Background: an optimization exercise with open tools, aiming at small area. Do not read the settings as production practice.
Function was checked by simulation only, so behaviour that the tests miss may differ from the original.
In every run shown here, the design's own scripts or RTL, not TritonCTS, make the clock network.
The flow treats the clock pin as an ideal source. Dropping or thinning the clock tree relies on that and would not hold on a real chip.
No activity file was given, so power comes from the tool's default toggle rates.

$ cat flow/design.v
`timescale 1ns / 1ps
module Simon(
    output [3:0]    an,
    output [6:0]    seg,
    output [15:0]   led,
    input  [3:0]    sw,
    input           clk,
    input           btnR,      
    input           btnL,      
    input           btnC       
    );
localparam [10:0] LHIT = 11'h2bf;
wire        rst_n = sw[3];
reg  [1:0]  state;
reg  [2:0]  round;
reg  [2:0]  count;
reg  [7:0]  ran_n;       
reg  [7:0]  seq_n;       
reg  [10:0] t;
reg  [10:0] lf;          
reg         s1, s2, dly;
reg         s1l, s2l, q;
reg         dbr, dbl;
wire        st0 = (state == 2'd0);
wire        st1 = (state == 2'd1);
wire        st2 = (state == 2'd2);
wire        st3 = (state == 2'd3);
wire [3:0]  xh = {s2l, s1l, s2, s1};    
wire        tc = &t;                     
wire        cp = dly & ~q;       
wire        rp = dly & ~dbr;     
wire        lp = q & ~dbl;       
wire [2:0]  bsel   = state[1] ? count : xh[2:0];
wire        bitn   = seq_n[bsel];      
wire        wrong  = (rp & bitn) | (lp & ~bitn);
wire        anyp   = rp | lp;
wire        last   = (count == round);
wire        done   = (xh == {1'b0, round} + 4'd1);
wire        finish = ~xh[3] & ~xh[2] & xh[1] & xh[0] & tc;
reg  [1:0]  nstate;
always @* begin
    case (state)
        2'd0: nstate = cp ? 2'd1 : 2'd0;
        2'd1: nstate = done ? 2'd2 : 2'd1;
        2'd2: nstate = wrong ? 2'd3 :
                       (!anyp || !last) ? 2'd2 :
                       (round == 3'd7) ? 2'd3 : 2'd1;
        default: nstate = finish ? 2'd0 : 2'd3;
    endcase
end
wire        chg  = ~rst_n | (nstate != state);
wire        fill = rst_n & ~state[0];           
wire        run  = ~chg & ~state[0];            
wire        clr1 = ~state[0] & (s1 ^ s2);
wire        clrl = ~st2 | chg | (s1l ^ s2l);
wire [3:0]  xh_inc = xh + {3'd0, tc};
always @(posedge clk) begin
    if (chg)        t <= {11{fill}};
    else if (clr1)  t <= 11'd0;
    else            t <= t + 11'd1;
    if (clrl)       lf <= 11'd0;
    else            lf <= {lf[9:0], ~(lf[10] ^ lf[8])};
    if (chg) begin
        s1  <= fill;
        s2  <= fill;
        s1l <= fill;
        s2l <= fill;
    end else if (state[0]) begin
        {s2l, s1l, s2, s1} <= xh_inc;
    end else begin
        s1  <= state[1] ? btnR : btnC;
        s2  <= s1;
        s1l <= btnL;
        s2l <= s1l;
    end
    dly <= run & (state[1] ? dbr : q);
    q   <= rst_n & (st0 ? (t[10] ? s2 : q) :
                    st2 ? (chg ? ~wrong : dbl) :
                    st3 & ~chg & q);
    dbr <= rst_n & ((st2 & t[10]) ? s2 : dbr);
    dbl <= rst_n & ((st2 & (lf == LHIT)) ? s2l : dbl);
    if (!rst_n) begin
        ran_n   <= 8'hff;
        seq_n   <= 8'hff;
        state   <= 2'd0;
        round   <= 3'd0;
        count   <= 3'd0;
    end else begin
        ran_n   <= ran_n - 8'd1;
        if (st0 & ~cp)
            seq_n <= ran_n;
        state   <= nstate;
        case (state)
            2'd0: begin
                round <= 3'd0;
                count <= 3'd0;
            end
            2'd1: count <= 3'd0;
            2'd2: if (anyp & ~wrong) begin
                if (last) begin
                    if (round != 3'd7) round <= round + 3'd1;
                end else
                    count <= count + 3'd1;
            end
            default: ;
        endcase
    end
end
wire        lit = st1 & t[10] & ~xh[3];
wire        act = st3 & ~xh[3] & ~xh[2] & ~(xh[1] & xh[0] & tc);
wire        res = q;
reg  [3:0]  an_d;
reg  [6:0]  seg_d;
always @* begin
    case (t[7:6])
        2'b00: begin an_d = 4'b0111; seg_d = res ? 7'b0011001 : 7'b1000111; end
        2'b01: begin an_d = 4'b1011; seg_d = res ? 7'b0000110 : 7'b1000000; end
        2'b10: begin an_d = 4'b1101; seg_d = res ? 7'b0001000 : 7'b0010010; end
        default: begin an_d = 4'b1110; seg_d = res ? 7'b0001001 : 7'b0000110; end
    endcase
end
assign an         = act ? an_d : 4'b1111;
assign seg        = act ? seg_d : 7'b1111111;
assign led[15:8]  = sw[0] ? ~seq_n : 8'd0;
assign led[7:6]   = sw[1] ? state : 2'd0;
assign led[5:4]   = {lit & bitn, lit & ~bitn};
assign led[3]     = 1'b0;
assign led[2:0]   = sw[2] ? round : count;
endmodule
$ cat flow/flow/run.sh
#!/bin/bash
# Own layout flow: the standard layout (standard.sh) with three changes:
#  1. synthesis maps the logic with an area-oriented ABC script (flow/abc.script)
#     instead of ORFS's speed script; everything else in the synthesis
#     (synth_recipe.tcl, ORFS synth.tcl) is unchanged, so registers keep their
#     names and cell types;
#  2. ports are buffered with sky130_fd_sc_hd__buf_1;
#  3. clock tree synthesis inserts no dummy loads, or, when flow/one_clk_buf
#     names a buffer cell, flow/cts_hook.tcl replaces the clock tree with
#     a few such buffers (flow/one_clk_n of them, default 2), each driving
#     the clock pins of one cluster of registers.
# Each tool's output goes to a log file of its own in this folder.
set -euo pipefail
W=$(pwd)
F=$W/flow

sed 's#log_cmd abc {\*}$abc_args#log_cmd abc -script '"$F"'/abc.script {*}$lib_args {*}$lib_dont_use_args#' \
    "$FLOW_HOME/scripts/synth.tcl" > "$W/area_synth.tcl"
grep -q "$F/abc.script" "$W/area_synth.tcl"
sed "s#source \$::env(SCRIPTS_DIR)/synth.tcl#source $W/area_synth.tcl#" \
    "$W/synth_recipe.tcl" > "$W/area_synth_recipe.tcl"
grep -q "source $W/area_synth.tcl" "$W/area_synth_recipe.tcl"

sed -E "s#SYNTH_SCRIPT=[^ ']*synth_recipe.tcl#SYNTH_SCRIPT=$W/area_synth_recipe.tcl#" \
    "$W/standard.sh" > "$W/area_standard.sh"
grep -q "SYNTH_SCRIPT=$W/area_synth_recipe.tcl" "$W/area_standard.sh"

export BUFFER_PORTS_ARGS="-buffer_cell sky130_fd_sc_hd__buf_1"
CTS="-sink_clustering_enable -repair_clock_nets -dont_use_dummy_load"
if [[ -f "$F/cts_args" ]]; then CTS="$CTS $(cat "$F/cts_args")"; fi
export CTS_ARGS="$CTS"
if [[ -f "$F/one_clk_buf" ]]; then
  export PRE_CTS_TCL="$F/cts_hook.tcl"
  export ONE_CLK_NET=clk
  export ONE_CLK_BUF="$(cat "$F/one_clk_buf")"
  export ONE_CLK_N=2
  if [[ -f "$F/one_clk_n" ]]; then ONE_CLK_N="$(cat "$F/one_clk_n")"; fi
fi

bash "$W/area_standard.sh" > "$W/flow_make.log" 2>&1 || { tail -50 "$W/flow_make.log"; exit 1; }
tail -5 "$W/flow_make.log"
# copy each ORFS step log beside this script's log
mkdir -p "$W/flow_logs"
cp -r "$W"/orfs/logs/* "$W/flow_logs/" 2>/dev/null || true
test -f "$W/out/final.def"
$ cat flow/flow/abc.script
strash
&get -n
&deepsyn -T 20
&put
&get -n
&st
&dch -f
&nf -a -R 1000
&put
topo
$ cat flow/flow/cts_hook.tcl
# Sourced by ORFS's cts.tcl (PRE_CTS_TCL) just before it calls
# clock_tree_synthesis. The design has few registers, so instead of a
# buffer tree the clock port drives ONE_CLK_N clock buffers (ONE_CLK_BUF),
# each placed at the centre of a cluster of registers (k-means on the
# placed register positions) and driving the clock pins of that cluster.
# The rest of cts.tcl (legalisation, timing repair, outputs) runs unchanged.
proc clock_tree_synthesis { args } {
  set db [ord::get_db]
  set block [ord::get_db_block]
  set clk [$block findNet $::env(ONE_CLK_NET)]
  set master [$db findMaster $::env(ONE_CLK_BUF)]
  set k $::env(ONE_CLK_N)
  set sinks {}
  foreach it [$clk getITerms] {
    set bb [[$it getInst] getBBox]
    lappend sinks [list $it [expr { ([$bb xMin] + [$bb xMax]) / 2.0 }] \
      [expr { ([$bb yMin] + [$bb yMax]) / 2.0 }]]
  }
  set n [llength $sinks]
  # initial centres: sinks spread along x
  set sorted [lsort -real -index 1 $sinks]
  set cx {}
  set cy {}
  for { set c 0 } { $c < $k } { incr c } {
    set s [lindex $sorted [expr { int(($c + 0.5) * $n / $k) }]]
    lappend cx [lindex $s 1]
    lappend cy [lindex $s 2]
  }
  for { set iter 0 } { $iter < 20 } { incr iter } {
    set assign {}
    foreach s $sinks {
      set best 0
      set bd 1e30
      for { set c 0 } { $c < $k } { incr c } {
        set d [expr { abs([lindex $s 1] - [lindex $cx $c]) + abs([lindex $s 2] - [lindex $cy $c]) }]
        if { $d < $bd } {
          set bd $d
          set best $c
        }
      }
      lappend assign $best
    }
    for { set c 0 } { $c < $k } { incr c } {
      set sx 0.0
      set sy 0.0
      set m 0
      foreach s $sinks a $assign {
        if { $a == $c } {
          set sx [expr { $sx + [lindex $s 1] }]
          set sy [expr { $sy + [lindex $s 2] }]
          incr m
        }
      }
      if { $m > 0 } {
        lset cx $c [expr { $sx / $m }]
        lset cy $c [expr { $sy / $m }]
      }
    }
  }
  for { set c 0 } { $c < $k } { incr c } {
    set buf [odb::dbInst_create $block $master clkbuf_${c}_clk]
    set net [odb::dbNet_create $block clknet_${c}_clk]
    $net setSigType CLOCK
    set m 0
    foreach s $sinks a $assign {
      if { $a == $c } {
        set it [lindex $s 0]
        $it disconnect
        $it connect $net
        incr m
      }
    }
    [$buf findITerm A] connect $clk
    [$buf findITerm X] connect $net
    $buf setLocation [expr { int([lindex $cx $c]) }] [expr { int([lindex $cy $c]) }]
    $buf setPlacementStatus PLACED
    puts "clock buffer clkbuf_${c}_clk ($::env(ONE_CLK_BUF)) drives $m clock pins"
  }
  set_propagated_clock [all_clocks]
}
$ cat flow/flow/one_clk_buf
sky130_fd_sc_hd__clkbuf_16
$ cat flow/standard.sh
#!/bin/bash
# synth_recipe.tcl (not shown) runs the flow's synth.tcl, then flattens the netlist and writes it again
# the make line also repeats each setting of config.mk as NAME=value (left out here)
make -C /OpenROAD-flow-scripts/flow DESIGN_CONFIG=/design/flow/config.mk WORK_HOME=/design/flow/orfs CLKGATE_MAP_FILE= SYNTH_SCRIPT=/design/flow/synth_recipe.tcl "${@:-finish}"
$ cat flow/config.mk
export PLATFORM = sky130hd
export DESIGN_NAME = Simon
export DESIGN_NICKNAME = Simon
export VERILOG_FILES = /design/flow/design.v
export SDC_FILE = /design/flow/constraint.sdc
export NUM_CORES = 4
export LEC_CHECK = 0
export CAP_MARGIN = 20
export CORE_MARGIN = 2
export CORE_UTILIZATION = 70
export SLEW_MARGIN = 20
$ cat flow/constraint.sdc
create_clock -name core_clock -period 10.0 [get_ports {clk}]
set_input_delay 2.0000 -clock core_clock [delete_from_list [all_inputs] [get_ports {clk}]]
set_output_delay 2.0000 -clock core_clock [all_outputs]
set_load 0.01 [all_outputs]
==> metrics.md, run 1 <==
| Metric | Value |
|---|---|
| Total Wirelength | between 4 and 5 mm |
| GRT Util Overall | 25.1% |
| FILL cells | between 200 and 250 |
| WHS | ~450 ps |
| Rel. slew slack | 32.2% |
| GR peak layer | met2 |
| Yosys warns | 1 |
| Status | finished clean |
| First-pass DRT Iterations | 4 |
| Minimum clock period | a little under 5000 ps |
| Max Cap Viol | 0 |
| Die Y | around 63 um |
| Max Fclk | around 210 MHz |
| Net Sw Frac | about a fifth |
| DP HPWL | roughly 3.6 mm |
| Routed len/inst | between 10 and 15 um |
| Register share of total power | between 60% and 70% |
| Internal power | roughly 0.00026 W |
| Yosys top cell by area | dfxtp_1 |
| Reg-to-Reg End | t[9] |
| Post-DRT Antenna Nets | 0 |
| Least-Margin Pin Slew | roughly 1000 ps |
| Final GP Congestion | approximately 0.84 |
| Port Buffer Count | 33 |
| Routed vias | between 2000 and 2500 |
| Full die area | roughly 4000 um^2 |
| Register area | 1080 um^2 |
| Reg-to-reg startpoint | state[1] |
| Syn_nets | between 200 and 300 |
| Iteration-0 DRC Markers | around 160 |
| Reg2reg path depth | 10 |
| Worst setup EP type | primary output |
| Starting Density | 73.6% |
| Area contributors post-synth | dfxtp_1, ha_1, nand2_1 |
| Worst setup endpoint | an[3] |
| CP Data Arrival Time | roughly 2900 ps |
| Sw Pwr | 0.0000663 W |
| DRC | 0 |
| Layout cell share with drive strength beyond 1 | under 10% |
| Initial antenna violation count | 0 |
| Area of the multi-input gates | roughly 1400 um^2 |
| Share of the synthesized area in the top cell type | 43.7% |
| Cells after synthesis | between 200 and 300 |
| Worst setup SP type | flip-flop |
| CP required | roughly 8000 ps |
| Routed vias/inst | slightly below 6 |
| GR Util met2 | a little over two fifths |
| Clk network pwr share | 27.3% |
| Maximum VDD drop | about 0.15 mV |
| Met3 Usage GRT | roughly 1.1% |
| Placed cell areas | 2670 um^2 |
| Largest net degree at the start of global routing | 30 |
| Layout Nets | 328 |
| Die Span X | between 60 and 70 um |
| Final number of hold-violating endpoints | 0 |
| Num rows | 21 |
| RSZ-0062 raised after global routing | false |
| Post-Syn Area | ~2500 um^2 |
| Comb pwr share | slightly below 5% |
| WS Path Type | reg -> out |
| PD cells | between 100 and 150 nW/um^2 |
| Io pins | 35 |
| R2R setup slack | around 6100 ps |
| Area grow syn2layout | 9.96% |
| Hold Buf Count CTS | 0 |
| Post-synth ARST share | 0% |
| Seq cells post-synth | 54 |
| ANT cells | 0 |
| Synth cell count leaders | dfxtp_1, nand2_1, nor2_1 |
| Post-CTS Setup Repair Bufs | 0 |
| # setup viols final | 0 |
| Final Skew | between 15 and 20 ps |
| Sequential element share of the synthesized area | 43.7% |
| Post-synthesis cell type count | a little over 40 |
| Clk slew on worst S/H paths | roughly 110 ps |
| Mapped Avg Cell Area | slightly above 9 um^2 |
| Final setup TNS | 0 ps |
| P_leak | approximately 1.0 nW |
| CP startpoint | t[0] |
| Design Area, Final | 2720 um^2 |
| Gr ovfl total | 0 |
| Final slew viol count | 0 |
| Count leader, synth | dfxtp_1 |
| Vias in the first global route | ~1900 |
| Resized cells post-CTS | 0 |
| First-pass GRT wire length | ~8.5 mm |
| CP max FO | 9 |
| Part of the cycle the worst path needs | approximately half |
| Synth Flop Type | dfxtp_1 |
| Clock Latency Late Sink | 170 ps |
| Core area | 3360 um^2 |
| GR met1 Demand/Resource | between 30% and 40% |
| Fin util | between 80% and 90% |
| Worst min path class | reg -> reg |
| EDFF count, synth | 0 |
[state kept, by name, indices dropped and copies added, names as in the netlist, 2 cells and up]
| signal | flops |
|---|---|
| lf | 11 |
| ran_n | 8 |
| state | 2 |
| round | 3 |
| count | 3 |
| t | 11 |
| seq_n | 8 |
[stage by stage]
step	setup WS, ps	total power (W)	instances
global placement	5420	0.000243	353
finish	5150	0.000329	355
detailed placement	5370	0.000244	353
floorplan	4560	0.000238	273
global route	4930	0.000339	355
CTS	5160	0.000331	355
[logic make-up after synthesis]
| family | count (synthesis) | synth area share [%] |
|---|---|---|
| AO/OA/AOI/OAI | 62 | 16.5 |
| other | 1 | 0.152 |
| XOR/XNOR | 11 | 3.89 |
| adder cells (fa/ha/maj) | 9 | 4.55 |
| buffers and inverters | 10 | 1.67 |
| multiplexers | 11 | 5.16 |
| AND/OR/NAND/NOR | 115 | 24.4 |
| flip-flops | 54 | 43.7 |
[layout make-up]
type | instances | share of cell area (%)
Buffer | 2 | 1.84
Inverter | 9 | 1.24
Multi-Input combinational cell | 209 | 50.0
Sequential cell | 54 | 39.7
Tap cell | 46 | 2.11
Timing Repair Buffer | 35 | 5.10
[worst max-delay path: stages (launching register included)]
cell and delay, ps:
dfxtp_1 350, ha_1 240, and4_1 220, and3_1 200, and3_1 210, and3_1 230
a2111oi_1 490, buf_4 240, clkinv_1 80, or3_1 300, buf_1 130
[worst min-delay path by stage]
stage,from,end,slack [ps],cells past startpoint
finish,ran_n[0],ran_n[0],450,1
global route,ran_n[0],ran_n[0],460,1
CTS,ran_n[0],ran_n[0],450,1
detailed placement,ran_n[0],ran_n[0],430,1
global placement,ran_n[0],ran_n[0],420,1
floorplan,ran_n[0],ran_n[0],390,1
[placed cells by master (no fill, tap or decap), types with 2 or more instances in the layout]
cell type  count
clkinv_1       9
and2_0        15
nor4_1         2
buf_1         33
and3_1         5
nor2b_1       10
xor2_1         8
o22a_1         8
nand3b_1       2
nand3_1       12
a31oi_1        6
a211oi_1       2
mux2_1         4
nor2_1        16
clkbuf_16      2
dfxtp_1       54
ha_1           9
o31ai_1        7
o21ai_0       15
buf_4          2
nor3_1         5
and4_1         2
mux2i_1        6
xnor2_1        3
nand2_1       26
nand2b_1       5
a22o_1         3
or3_1          6
a21oi_1       13
nor3b_1        2
nand4_1        4
[layer usage]
metal	wire, um	vias to the layer above
li1	-	1065
met1	2170	951
met2	2320	75
met3	259	6
met4	56	0
met5	0	-
[power groups by stage]
stage	Sequential, W	Combinational [W]	Clock (W)
after global routing	0.000223	0.0000186	0.0000966
after detailed placement	0.000228	0.0000161	0
after global placement	0.000228	0.0000153	0
after CTS	0.000223	0.0000162	0.0000917
final	0.000223	0.0000161	0.0000899
after floorplan	0.000226	0.0000113	0
==> inputs of run 2 (changes only) <==
--- a/flow/design.v
+++ b/flow/design.v
@@ -35,7 +35,8 @@
 wire        wrong  = (rp & bitn) | (lp & ~bitn);
 wire        anyp   = rp | lp;
 wire        last   = (count == round);
-wire        done   = (xh == {1'b0, round} + 4'd1);
+wire [3:0]  rp1    = {1'b0, round} + 4'd1;
+wire        done   = (xh == rp1);
 wire        finish = ~xh[3] & ~xh[2] & xh[1] & xh[0] & tc;
 reg  [1:0]  nstate;
 always @* begin
@@ -98,7 +99,7 @@
             2'd1: count <= 3'd0;
             2'd2: if (anyp & ~wrong) begin
                 if (last) begin
-                    if (round != 3'd7) round <= round + 3'd1;
+                    if (!rp1[3]) round <= rp1[2:0];
                 end else
                     count <= count + 3'd1;
             end
--- a/flow/flow/run.sh
+++ b/flow/flow/run.sh
@@ -1,8 +1,11 @@
 #!/bin/bash
 # Own layout flow: the standard layout (standard.sh) with three changes:
-#  1. synthesis maps the logic with an area-oriented ABC script (flow/abc.script)
-#     instead of ORFS's speed script; everything else in the synthesis
-#     (synth_recipe.tcl, ORFS synth.tcl) is unchanged, so registers keep their
+#  1. synthesis maps the logic with an area-oriented ABC script (flow/abc.script,
+#     run with several &deepsyn seeds by flow/best_abc.tcl, which keeps the
+#     smallest result) instead of ORFS's speed script, and leaves adders to ABC too
+#     (ADDER_MAP_FILE empty, so no half/full adder cells are extracted
+#     first); everything else in the synthesis (synth_recipe.tcl, ORFS
+#     synth.tcl) is unchanged, so registers keep their
 #     names and cell types;
 #  2. ports are buffered with sky130_fd_sc_hd__buf_1;
 #  3. clock tree synthesis inserts no dummy loads, or, when flow/one_clk_buf
@@ -14,14 +17,16 @@
 W=$(pwd)
 F=$W/flow
 
-sed 's#log_cmd abc {\*}$abc_args#log_cmd abc -script '"$F"'/abc.script {*}$lib_args {*}$lib_dont_use_args#' \
+sed 's#log_cmd abc {\*}$abc_args#source '"$F"'/best_abc.tcl; best_abc $lib_args $lib_dont_use_args#' \
     "$FLOW_HOME/scripts/synth.tcl" > "$W/area_synth.tcl"
-grep -q "$F/abc.script" "$W/area_synth.tcl"
+grep -q "$F/best_abc.tcl" "$W/area_synth.tcl"
+export ABC_SCRIPT_TEMPLATE="$F/abc.script"
+export ABC_SEEDS="0 1 2 3 4 5"
 sed "s#source \$::env(SCRIPTS_DIR)/synth.tcl#source $W/area_synth.tcl#" \
     "$W/synth_recipe.tcl" > "$W/area_synth_recipe.tcl"
 grep -q "source $W/area_synth.tcl" "$W/area_synth_recipe.tcl"
 
-sed -E "s#SYNTH_SCRIPT=[^ ']*synth_recipe.tcl#SYNTH_SCRIPT=$W/area_synth_recipe.tcl#" \
+sed -E "s#SYNTH_SCRIPT=[^ ']*synth_recipe.tcl#SYNTH_SCRIPT=$W/area_synth_recipe.tcl ADDER_MAP_FILE=#" \
     "$W/standard.sh" > "$W/area_standard.sh"
 grep -q "SYNTH_SCRIPT=$W/area_synth_recipe.tcl" "$W/area_standard.sh"
 
==> flow/flow/abc.script (replaced) <==
strash
&get -n
&deepsyn -T 20 -S SEED
&put
dch -f
amap
strash
dch -f
amap
topo
==> flow/flow/best_abc.tcl (new file) <==
# Sourced by the flow's copy of ORFS's synth.tcl in place of its single abc
# call. Maps the logic once per seed in ABC_SEEDS, with flow/abc.script and
# that seed for &deepsyn, and keeps the mapping with the smallest cell area.
# Only the combinational logic differs between the tries; the registers are
# mapped before this and are the same in each.
proc best_abc { lib_args lib_dont_use_args } {
  design -save best_abc_pre
  set best -1
  foreach seed $::env(ABC_SEEDS) {
    design -load best_abc_pre
    set script $::env(RESULTS_DIR)/abc_seed_$seed.script
    set fi [open $::env(ABC_SCRIPT_TEMPLATE) r]
    set text [string map [list SEED $seed] [read $fi]]
    close $fi
    set fo [open $script w]
    puts -nonewline $fo $text
    close $fo
    abc -script $script {*}$lib_args {*}$lib_dont_use_args
    set s [tee -q -s result.string stat {*}$lib_args]
    if { ![regexp {Chip area for module '[^']*': ([0-9.]+)} $s -> area] } {
      error "best_abc: no area in stat output"
    }
    puts "best_abc: seed $seed area $area"
    if { $best < 0 || $area < $best } {
      set best $area
      set best_seed $seed
      design -save best_abc_best
    }
  }
  design -load best_abc_best
  puts "best_abc: kept seed $best_seed area $best"
}
==> flow/flow/one_clk_buf (replaced) <==
sky130_fd_sc_hd__buf_12
==> flow/flow/one_clk_n (new file) <==
2
==> run 2 against run 1 <==
- still clean
- critical path depth is the same
- sequential cell count stayed put
- combinational power rose to 10 times the previous value
- cell area shrank 7.4%
==> metrics.md, run 2 <==
| Metric | Value |
|---|---|
| Status | finished clean |
| First-pass DRT Iterations | 4 |
| Final setup TNS | 0 ps |
| Routed vias/inst | between 5 and 6 |
| Gr ovfl total | 0 |
| PD cells | 211 nW/um^2 |
| Placed cell areas | ~2500 um^2 |
| Clk slew on worst S/H paths | around 100 ps |
| Routed vias | ~2300 |
| Maximum VDD drop | ~0.20 mV |
| Worst setup SP type | input pin |
| Post-Syn Area | 2310 um^2 |
| Resized cells post-CTS | 0 |
| Post-synth ARST share | 0% |
| DRC | 0 |
| WHS | about 430 ps |
| DP HPWL | roughly 4 mm |
| Die Y | about 60 um |
| Max Cap Viol | 0 |
| RSZ-0062 raised after global routing | false |
| Layout cell share with drive strength beyond 1 | 0.581% |
| WS Path Type | in -> reg |
| Cells after synthesis | between 300 and 400 |
| Die Span X | slightly above 60 um |
| Total Wirelength | approximately 5.1 mm |
| Final Non-Filler Cells | ~390 |
| Mapped Avg Cell Area | roughly 7.5 um^2 |
| Post-DRT Antenna Nets | 0 |
| Post-synthesis cell type count | 25 |
| Final number of hold-violating endpoints | 0 |
| Post-Place Cells | roughly 390 |
| Vias in the first global route | between 1500 and 2000 |
| Area contributors post-synth | dfxtp_1, nor2_1, o21ai_0 |
| Initial antenna violation count | 0 |
| Layout Nets | approximately 350 |
| Largest net degree at the start of global routing | 30 |
| Final Skew | between 4 and 5 ps |
| Worst setup EP type | flip-flop |
| Iteration-0 DRC Markers | 186 |
| Part of the cycle the worst path needs | a little over half |
| Num rows | 20 |
| Io pins | 35 |
| Full die area | around 3800 um^2 |
| Core area | between 3000 and 4000 um^2 |
| Final GP Congestion | 0.985 |
| Yosys top cell by area | dfxtp_1 |
| CP required | 9970 ps |
| Top Registers | lf: 11 flops, t: 11 flops |
| EDFF count, synth | 0 |
| Worst min path class | reg -> reg |
| Sequential element share of the synthesized area | roughly 47% |
| CP Data Arrival Time | 5220 ps |
| Synth cell count leaders | nor2_1, dfxtp_1, clkinv_1 |
| Rel. slew slack | between 30% and 40% |
| Max Fclk | 191 MHz |
| Seq cells post-synth | 54 |
| Least-Margin Pin Slew | roughly 920 ps |
| Hold Buf Count CTS | 0 |
| Commonest non-fill, non-tap cells in the layout | nor2_1, dfxtp_1, clkinv_1, o21ai_0, buf_1 |
| Commonest non-fill, non-tap cell in the layout | nor2_1 |
| ANT cells | 0 |
| Count leader, synth | nor2_1 |
| FILL cells | between 200 and 250 |
| Fin util | about four fifths |
| Synth Flop Type | dfxtp_1 |
| Area grow syn2layout | 9.16% |
| Syn_nets | about 320 |
| Design Area, Final | around 2500 um^2 |
| Post-CTS Setup Repair Bufs | 0 |
| First-pass GRT wire length | 8.10 mm |
| Minimum clock period | around 5200 ps |
| P_leak | a little over 0.8 nW |
| Clock Latency Late Sink | about 130 ps |
| Final slew viol count | 0 |
| Routed len/inst | between 10 and 15 um |
| Share of the synthesized area in the top cell type | roughly 47% |
| CP max FO | 12 |
| # setup viols final | 0 |
| GRT Util Overall | 27.6% |
| Yosys warns | 1 |
| Starting Density | 74.4% |
| Port Buffer Count | 33 |
==> run 2: cell types whose count changed in the layout (fill, tap and decap cells not counted), sizes merged, moves of 7 or more <==
cell,before,now
nand3,12,5
and2,15,0
clkinv,9,47
ha,9,0
o21ai,15,36
xor2,8,0
o22ai,0,12
nor2,16,65
==> run 2: critical path, stage by stage <==
cell and delay (ps):
buf_1 350, clkinv_1 280, nor2_1 360, clkinv_1 180
nor2_1 190, o21ai_0 360, nand2_1 370, nor3_1 230
a31oi_1 630, o21ai_0 270
==> run 2: kinds of logic (layout without fill, tap and decap cells) <==
group                  after synthesis  count (layout)  synth area share (%)
AND/OR/NAND/NOR                    117             117                  20.5
AO/OA/AOI/OAI                       90              90                  24.5
flip-flops                          54              54                  46.8
buffers and inverters               48              82                  7.96
other                                1               1                 0.162
==> run 2: layer usage <==
layer | up-vias | GRT usage, % | part of all wire [%]
met4 | 0 | 5.78 | 2.0
met1 | 1011 | 37.4 | 45
li1 | 1142 | - | -
met2 | 102 | 48.3 | 48
met3 | 12 | 2.73 | 5.9
met5 | - | 0 | 0
==> run 2: worst paths after layout <==
check / slack, ps / cells past startpoint / to / start
worst min-delay path: 430 / 1 / ran_n[0] / ran_n[0]
worst max-delay path: 4750 / 10 / t[10] / sw[3]
worst max register to register: 5260 / 15 / lf[0] / state[1]
worst min register to register: 430 / 1 / ran_n[0] / ran_n[0]
==> run 2: final cells by class <==
type	instances	area, um^2	share of cell area, %
inverters	47	176	7.00
plain buffers	2	40.0	1.59
repair buffers	33	124	4.91
well taps	44	55.1	2.18
flip-flops and latches	54	1080	42.9
multi-input cells	208	1040	41.4
==> run 2: through the flow <==
stage / power (W) / setup WS [ps]
floorplan: 0.000401 / 5600
global placement: 0.000440 / 4920
detailed placement: 0.000448 / 4610
finish: 0.000531 / 4750
CTS: 0.000529 / 4780
global route: 0.000562 / 4380
==> run 2: where the power goes <==
group | leakage (nW) | switching [W] | internal, W
Clock | 0.0188 | 0.0000502 | 0.0000326
Sequential | 0.442 | 0.0000315 | 0.000251
Combinational | 0.365 | 0.000112 | 0.0000539
Total | 0.826 | 0.000194 | 0.000337
==> inputs of run 3 (changes only) <==
--- a/flow/design.v
+++ b/flow/design.v
@@ -9,7 +9,7 @@
     input           btnL,      
     input           btnC       
     );
-localparam [10:0] LHIT = 11'h2bf;
+localparam [10:0] LSEED = 11'h55f;
 wire        rst_n = sw[3];
 reg  [1:0]  state;
 reg  [2:0]  round;
@@ -59,7 +59,7 @@
     if (chg)        t <= {11{fill}};
     else if (clr1)  t <= 11'd0;
     else            t <= t + 11'd1;
-    if (clrl)       lf <= 11'd0;
+    if (clrl)       lf <= LSEED;
     else            lf <= {lf[9:0], ~(lf[10] ^ lf[8])};
     if (chg) begin
         s1  <= fill;
@@ -79,7 +79,7 @@
                     st2 ? (chg ? ~wrong : dbl) :
                     st3 & ~chg & q);
     dbr <= rst_n & ((st2 & t[10]) ? s2 : dbr);
-    dbl <= rst_n & ((st2 & (lf == LHIT)) ? s2l : dbl);
+    dbl <= rst_n & ((st2 & (lf == 11'd0)) ? s2l : dbl);
     if (!rst_n) begin
         ran_n   <= 8'hff;
         seq_n   <= 8'hff;
==> run 3 against run 2 <==
- sequential share of layout area unchanged
- worst hold slack improved by 1.1 ps
- synthesized cell count decreased by 3.9%
- worst setup slack improved by 68 ps
- combinational power decreased by about 70%
- global-route usage increased by 1.3 points
- cell area unchanged
- largest cell class unchanged
- critical endpoint is now seg[0]
- core utilization increased by 0.66 points
- die area decreased by 0.50%
- register-to-register slack improved by 200 ps
- still clean on timing, DRC and antenna
- highest routed layer unchanged
==> metrics.md, run 3 <==
| Metric | Value |
|---|---|
| Status | finished clean |
| Worst setup EP type | primary output |
| Die Y | just over 60 um |
| Internal power | between 0.0002 and 0.0003 W |
| Compound-Gate Fraction of Synth Area | 24.6% |
| Final GP Congestion | slightly below 1 |
| Starting Density | 74.6% |
| Total power | 0.000368 W |
| GRT Util Overall | around 29% |
| CP max FO | 7 |
| Worst path most repeated cell | clkinv_1 |
| P_leak | 0.818 nW |
| Post-Syn Area | approximately 2300 um^2 |
| Syn_nets | approximately 310 |
| EDFF count, synth | 0 |
| Adder-cell area share of the yosys netlist | 0% |
| Io pins | 35 |
| WS Path Type | reg -> out |
| Post-CTS Setup Repair Bufs | 0 |
| Routed vias | between 2000 and 2500 |
| Count leader, synth | dfxtp_1 |
| Net Sw Frac | between 20% and 30% |
| Commonest non-fill, non-tap cells in the layout | dfxtp_1, nor2_1, clkinv_1, o21ai_0, buf_1 |
| Mux share of post-synthesis cell area | 0% |
| Max stage delay on crit path | about 440 ps |
| Commonest non-fill, non-tap cell in the layout | dfxtp_1 |
| CP required | roughly 8000 ps |
| Crit-path leading delay family | simple AND/OR/NAND/NOR gates |
| Yosys top cell by area | dfxtp_1 |
| Yosys warns | 1 |
| DP HPWL | roughly 4 mm |
| Total Wirelength | around 5.3 mm |
| Synth Flop Type | dfxtp_1 |
| Area contributors post-synth | dfxtp_1, nor2_1, o21ai_0 |
| Cell Chain, Critical Path | nand2_1, clkinv_1, nand2_1, clkinv_1, nand2_1, clkinv_1, nand2_1, clkinv_1, nand2_1, nor2_1, clkinv_1, nor2_1, nand2_1, clkinv_1, nand2_1, nor2_1, clkinv_1, nor3_1, nor2_1, clkinv_1, nor3_1, nor2_1, buf_1 |
| First-pass GRT wire length | between 8 and 9 mm |
| Clk slew on worst S/H paths | roughly 110 ps |
| Top Registers | lf: 11 flops, t: 11 flops |
| Final Skew | about 17 ps |
| Max Fclk | between 150 and 200 MHz |
| Sequential element share of the synthesized area | 47.1% |
| Layout cell share with drive strength beyond 1 | approximately 1.2% |
| CP Data Arrival Time | around 3200 ps |
| Slowest stage cell on the critical path | nor3_1 |
| Clock Latency Late Sink | 140 ps |
| RSZ-0062 raised after global routing | false |
| Die Span X | just over 60 um |
| Initial antenna violation count | 0 |
| Mapped Avg Cell Area | ~7.7 um^2 |
| Routed vias/inst | 5.93 |
| First-pass DRT Iterations | 4 |
| ANT cells | 0 |
| Final setup TNS | 0 ps |
| Synth Area in XOR/XNOR | 0% |
| Max Cap Viol | 0 |
| Critical path buffer and inverter count | 9 |
| Main combinational cell family by area after synthesis | compound AO/OA/AOI/OAI gates |
| Routed len/inst | roughly 14 um |
| # setup viols final | 0 |
| Comb pwr share | a little over an eighth |
| Full die area | 3760 um^2 |
| Reg-to-reg startpoint | state[1] |
| Least-Margin Pin Slew | 597 ps |
| Post-Synth Simple-Gate Area | between 20% and 30% |
| PD cells | around 150 nW/um^2 |
| Post-synth ARST share | 0% |
| WHS | 434 ps |
| Core area | a little over 3000 um^2 |
| Minimum clock period | 5180 ps |
| Area grow syn2layout | 9.75% |
| Rel. slew slack | 59.2% |
| Post-synthesis cell type count | 29 |
| Largest net degree at the start of global routing | 31 |
| Fin util | between 80% and 90% |
| Maximum VDD drop | 0.166 mV |
| Share of the synthesized area in the top cell type | between 40% and 50% |
| Resized cells post-CTS | 0 |
| Vias in the first global route | about 2000 |
| Register share of total power | a little under two thirds |
| Clk network pwr share | between 20% and 30% |
| Worst setup SP type | flip-flop |
| Final slew viol count | 0 |
| CP startpoint | t[0] |
| Synth cell count leaders | dfxtp_1, nor2_1, clkinv_1 |
| Part of the cycle the worst path needs | between 50% and 60% |
| Num rows | 20 |
| DRC | 0 |
| Post-DRT Antenna Nets | 0 |
| Iteration-0 DRC Markers | roughly 180 |
| Layout Nets | around 340 |
| Final number of hold-violating endpoints | 0 |
| Min-delay src | ran_n[0] |
| Worst min path class | reg -> reg |
| Cells after synthesis | around 300 |
| Hold Buf Count CTS | 0 |
| Sw Pwr | between 0.00009 and 0.0001 W |
| Gr ovfl total | 0 |
| Port Buffer Count | 33 |
| Seq cells post-synth | 54 |
-- run 3: final cells by class --
type | count | area [um^2]
Multi-Input combinational cell | 202 | 1050
Buffer | 2 | 40.0
Timing Repair Buffer | 35 | 136
Sequential cell | 54 | 1080
Inverter | 41 | 154
Tap cell | 44 | 55.1
Fill cell | 223 | 557
-- run 3: final timing paths --
check | end | slack [ps] | cells after the start
hold reg to reg | ran_n[0] | 430 | 1
hold / removal | ran_n[0] | 430 | 1
setup reg to reg | lf[0] | 5460 | 16
setup / recovery | seg[0] | 4820 | 23
-- run 3: cell families (layout without fill, tap and decap cells) --
family                 Yosys count  after routing
other                            1              1
DFF                             54             54
buffers and inverters           42             78
AOI/OAI and AO/OA               89             89
and+or+nand+nor                112            112
-- run 3: metal layers --
metal / GRT usage (%) / vias up / wire length, um / share of wire, %
li1: - / 1119 / - / -
met1: 37.0 / 1026 / 2270 / 42
met2: 52.7 / 84 / 2680 / 50
met3: 2.10 / 11 / 307 / 5.7
met4: 7.14 / 0 / 96 / 1.8
met5: 0 / - / 0 / 0
-- run 3: through the flow --
step	instance area, um^2	setup WS [ps]	std cells
after global placement	2480	5360	375
final	2520	4820	378
after CTS	2520	4880	377
after global routing	2520	4410	378
after detailed placement	2480	5070	375
after floorplan	2300	5510	298
-- run 3: worst register-to-register path: stages, from the launching register on --
cell and delay (ps):
dfxtp_1 600, clkinv_1 340, o22ai_1 440, clkinv_1 240, o22ai_1 200, nand2_1 70, a21oi_1 120, a31oi_1 80
clkinv_1 90, o22ai_1 90, nand3_1 130, o21ai_0 170, nor3_1 400, clkinv_1 180, o21ai_0 470, nand4_1 420
a211o_1 390
-- run 3: power groups by stage --
stage          clock network (W)  registers (W)  logic (W)
2_1_floorplan                  0       0.000236  0.0000361
3_3_place_gp                   0       0.000238  0.0000460
3_5_place_dp                   0       0.000239  0.0000479
4_1_cts                0.0000847       0.000234  0.0000483
5_1_grt                0.0000908       0.000235  0.0000559
6_report               0.0000832       0.000235  0.0000502
==> inputs of run 4 (changes only) <==
--- a/flow/flow/run.sh
+++ b/flow/flow/run.sh
@@ -1,8 +1,9 @@
 #!/bin/bash
 # Own layout flow: the standard layout (standard.sh) with three changes:
-#  1. synthesis maps the logic with an area-oriented ABC script (flow/abc.script,
-#     run with several &deepsyn seeds by flow/best_abc.tcl, which keeps the
-#     smallest result) instead of ORFS's speed script, and leaves adders to ABC too
+#  1. synthesis maps the logic with area-oriented ABC scripts (flow/abc.script
+#     and flow/abc2.script, each run with several &deepsyn seeds by
+#     flow/best_abc.tcl, which keeps the smallest result) instead of ORFS's
+#     speed script, and leaves adders to ABC too
 #     (ADDER_MAP_FILE empty, so no half/full adder cells are extracted
 #     first); everything else in the synthesis (synth_recipe.tcl, ORFS
 #     synth.tcl) is unchanged, so registers keep their
@@ -20,8 +21,8 @@
 sed 's#log_cmd abc {\*}$abc_args#source '"$F"'/best_abc.tcl; best_abc $lib_args $lib_dont_use_args#' \
     "$FLOW_HOME/scripts/synth.tcl" > "$W/area_synth.tcl"
 grep -q "$F/best_abc.tcl" "$W/area_synth.tcl"
-export ABC_SCRIPT_TEMPLATE="$F/abc.script"
-export ABC_SEEDS="0 1 2 3 4 5"
+export ABC_SCRIPT_TEMPLATES="$F/abc.script $F/abc2.script"
+export ABC_SEEDS="0 1 2 3 4"
 sed "s#source \$::env(SCRIPTS_DIR)/synth.tcl#source $W/area_synth.tcl#" \
     "$W/synth_recipe.tcl" > "$W/area_synth_recipe.tcl"
 grep -q "source $W/area_synth.tcl" "$W/area_synth_recipe.tcl"
==> flow/flow/abc2.script (new file) <==
strash
&get -n
&deepsyn -T 20 -S SEED
&put
dch -f
amap
topo
==> flow/flow/best_abc.tcl (replaced) <==
# Sourced by the flow's copy of ORFS's synth.tcl in place of its single abc
# call. Maps the logic once per ABC script in ABC_SCRIPT_TEMPLATES and seed
# in ABC_SEEDS (the seed goes to &deepsyn), and keeps the mapping with the
# smallest cell area.
# Only the combinational logic differs between the tries; the registers are
# mapped before this and are the same in each.
proc best_abc { lib_args lib_dont_use_args } {
  design -save best_abc_pre
  set best -1
  set n 0
  foreach template $::env(ABC_SCRIPT_TEMPLATES) {
    foreach seed $::env(ABC_SEEDS) {
      design -load best_abc_pre
      incr n
      set script $::env(RESULTS_DIR)/abc_try_$n.script
      set fi [open $template r]
      set text [string map [list SEED $seed] [read $fi]]
      close $fi
      set fo [open $script w]
      puts -nonewline $fo $text
      close $fo
      abc -script $script {*}$lib_args {*}$lib_dont_use_args
      set s [tee -q -s result.string stat {*}$lib_args]
      if { ![regexp {Chip area for module '[^']*': ([0-9.]+)} $s -> area] } {
        error "best_abc: no area in stat output"
      }
      puts "best_abc: [file tail $template] seed $seed area $area"
      if { $best < 0 || $area < $best } {
        set best $area
        set best_seed "[file tail $template] seed $seed"
        design -save best_abc_best
      }
    }
  }
  design -load best_abc_best
  puts "best_abc: kept seed $best_seed area $best"
}
==> run 4 against run 3 <==
- still clean on timing, DRC and antenna
- fmax did not move
- sequential share of layout area unchanged
- sequential power is essentially flat
- first-iteration DRC count stayed put
- wire length stayed put
- core utilization is the same
- via count is the same
- die area did not move
- sequential cell count stayed put
- final cell count stayed put
- power did not move
- critical endpoint unchanged
- largest cell class unchanged
- largest power group unchanged
==> metrics.md, run 4 <==
| Metric | Value |
|---|---|
| Status | finished clean |
| Reg2reg path depth | 16 |
| First-pass DRT Iterations | 4 |
| Cells after synthesis | 298 |
| Die Y | just over 60 um |
| Yosys warns | 1 |
| Largest net degree at the start of global routing | 31 |
| Worst setup SP type | flip-flop |
| GRT Util Overall | 28.9% |
| Clk slew on worst S/H paths | approximately 110 ps |
| Worst path most repeated cell | clkinv_1 |
| Post-Synth Simple-Gate Area | 21.1% |
| Seq cells post-synth | 54 |
| Synth Flop Type | dfxtp_1 |
| First-pass GRT wire length | about 8.5 mm |
| Share of the synthesized area in the top cell type | 47.1% |
| Final Skew | between 15 and 20 ps |
| # setup viols final | 0 |
| Sequential element share of the synthesized area | 47.1% |
| FILL cells | ~220 |
| Least-Margin Pin Slew | between 500 and 600 ps |
| Mapped Avg Cell Area | 7.71 um^2 |
| DP HPWL | between 3 and 4 mm |
| Starting Density | around 75% |
| Crit-path leading delay family | simple AND/OR/NAND/NOR gates |
| Min-delay src | ran_n[0] |
| Routed vias | roughly 2200 |
| Port Buffer Count | 33 |
| Syn_nets | approximately 300 |
| Synth Area in XOR/XNOR | 0% |
| DRC | 0 |
| Area contributors post-synth | dfxtp_1, nor2_1, o21ai_0 |
| Adder-cell area share of the yosys netlist | 0% |
| Layout cell share with drive strength beyond 1 | between 1 and 1.5% |
| Worst setup EP type | primary output |
| Max stage delay on crit path | between 400 and 500 ps |
| Minimum clock period | around 5200 ps |
| Post-DRT Antenna Nets | 0 |
| Top Registers | lf: 11 flops, t: 11 flops |
| Clock Latency Late Sink | around 140 ps |
| Total Wirelength | 5.35 mm |
| Vias in the first global route | 1992 |
| PD cells | 146 nW/um^2 |
| Reg-to-reg startpoint | state[1] |
| Part of the cycle the worst path needs | 51.8% |
| Critical path buffer and inverter count | 9 |
| Post-CTS Setup Repair Bufs | 0 |
| Post-Syn Area | about 2300 um^2 |
| Layout Nets | about 340 |
| Post-synthesis cell type count | 29 |
| Compound-Gate Fraction of Synth Area | ~25% |
| Die Span X | 61.3 um |
| WS Path Type | reg -> out |
| Gr ovfl total | 0 |
| CP startpoint | t[0] |
| Iteration-0 DRC Markers | around 180 |
| Hold Buf Count CTS | 0 |
| Routed vias/inst | a little under 6 |
| Count leader, synth | dfxtp_1 |
| Final slew viol count | 0 |
| Max Fclk | about 190 MHz |
| Final number of hold-violating endpoints | 0 |
| Full die area | 3760 um^2 |
| Yosys top cell by area | dfxtp_1 |
| Synth cell count leaders | dfxtp_1, nor2_1, clkinv_1 |
| Rel. slew slack | between 50% and 60% |
| Core area | around 3000 um^2 |
| Slowest stage cell on the critical path | nor3_1 |
| Area grow syn2layout | 9.75% |
| Hold path depth | 1 |
| Maximum VDD drop | 0.166 mV |
| CP max FO | 7 |
| Final setup TNS | 0 ps |
| WHS | 434 ps |
| Main combinational cell family by area after synthesis | compound AO/OA/AOI/OAI gates |
| Post-synth ARST share | 0% |
| P_leak | 0.818 nW |
| Worst min path class | reg -> reg |
| RSZ-0062 raised after global routing | false |
| CP Data Arrival Time | 3180 ps |
| Max Cap Viol | 0 |
| Final GP Congestion | around 0.98 |
| Initial antenna violation count | 0 |
| Routed len/inst | approximately 14 um |
| Commonest non-fill, non-tap cell in the layout | dfxtp_1 |
| Mux share of post-synthesis cell area | 0% |
| Commonest non-fill, non-tap cells in the layout | dfxtp_1, nor2_1, clkinv_1, o21ai_0, buf_1 |
| Io pins | 35 |
| CP required | around 8000 ps |
| ANT cells | 0 |
| Levels on crit path | 23 |
| EDFF count, synth | 0 |
| Num rows | 20 |
| Resized cells post-CTS | 0 |
| Cell Chain, Critical Path | nand2_1, clkinv_1, nand2_1, clkinv_1, nand2_1, clkinv_1, nand2_1, clkinv_1, nand2_1, nor2_1, clkinv_1, nor2_1, nand2_1, clkinv_1, nand2_1, nor2_1, clkinv_1, nor3_1, nor2_1, clkinv_1, nor3_1, nor2_1, buf_1 |
[run 4: cell counts after synthesis]
No cell type changed its count.
[run 4: cells by family (layout without fill, tap and decap cells)]
kind of cell | count (synthesis) | count (layout)
AO/OA/AOI/OAI | 89 | 89
buffers and inverters | 42 | 78
other | 1 | 1
flip-flops | 54 | 54
AND/OR/NAND/NOR | 112 | 112
[run 4: final cells by class]
class                      count  area (um^2)  area share, %
multi-input combinational    202         1050           41.8
inverter                      41          154           6.10
timing repair buffer          35          136           5.41
buffer                         2         40.0           1.59
sequential                    54         1080           42.9
tap                           44         55.1           2.18
[run 4: worst paths after layout]
check                           slack [ps]        to
worst max-delay path                  4820    seg[0]
worst min-delay path                   430  ran_n[0]
worst max register to register        5460     lf[0]
worst min register to register         430  ran_n[0]
[run 4: through the flow]
step | setup WS [ps] | area, um^2 | util (%) | cells | power (W)
final | 4820 | 2520 | 81.9 | 378 | 0.000368
after global routing | 4410 | 2520 | 81.9 | 378 | 0.000382
after CTS | 4880 | 2520 | 81.7 | 377 | 0.000367
after detailed placement | 5070 | 2480 | 80.4 | 375 | 0.000287
after global placement | 5360 | 2480 | 80.4 | 375 | 0.000284
after floorplan | 5510 | 2300 | - | 298 | 0.000272
[run 4: where the power goes]
group	total [W]	internal [W]	leakage (nW)	switching (W)
Clock	0.0000832	0.0000326	0.0188	0.0000506
Combinational	0.0000502	0.0000170	0.360	0.0000332
Sequential	0.000235	0.000225	0.439	0.00000952
[run 4: per-layer routing]
layer  vias to the layer above  wire (um)  global-route usage, %
met5                         -          0                      0
met1                      1026       2270                   37.0
met3                        11        307                   2.10
met2                        84       2680                   52.7
li1                       1119          -                      -
met4                         0         96                   7.14

-- port drivers added, routing unchanged --
The results above use ideal ports. As a check the final layouts listed here were re-extracted and re-timed, cells and wires unchanged.
Step 1 sets driving cells, clkbuf_16 on the clock port and buf_2 on the other inputs (assumed; they add their load-dependent delay and slew).
Step 2, shift: input delay + t, output delay - t, t = (earliest + latest rising clock arrival at the registers) / 2. This alone moves slack from input paths to output paths.
a / b / c = ideal / step 1 / step 2; a / b = the first two.
run | t, ns | setup WS [ns] | worst hold slack (ns) | worst setup path at the end | latest minus earliest clock arrival (ns)
run 1 | 0.205 | 5.147 / 5.103 / 5.308 | 0.451 / 0.451 / 0.451 | register to output | 0.015 / 0.016
run 2 | 0.178 | 4.751 / 4.777 / 4.599 | 0.433 / 0.433 / 0.433 | input to register | 0.005 / 0.005
run 3 | 0.181 | 4.819 / 4.768 / 4.949 | 0.434 / 0.434 / 0.434 | register to output | 0.017 / 0.017
run 4 | 0.181 | 4.819 / 4.768 / 4.949 | 0.434 / 0.434 / 0.434 | register to output | 0.017 / 0.017
After both steps every run listed still meets setup and hold. For run 2, which loses most, drivers alone change the setup slack by +0.026 ns; drivers and shift together by -0.152 ns.
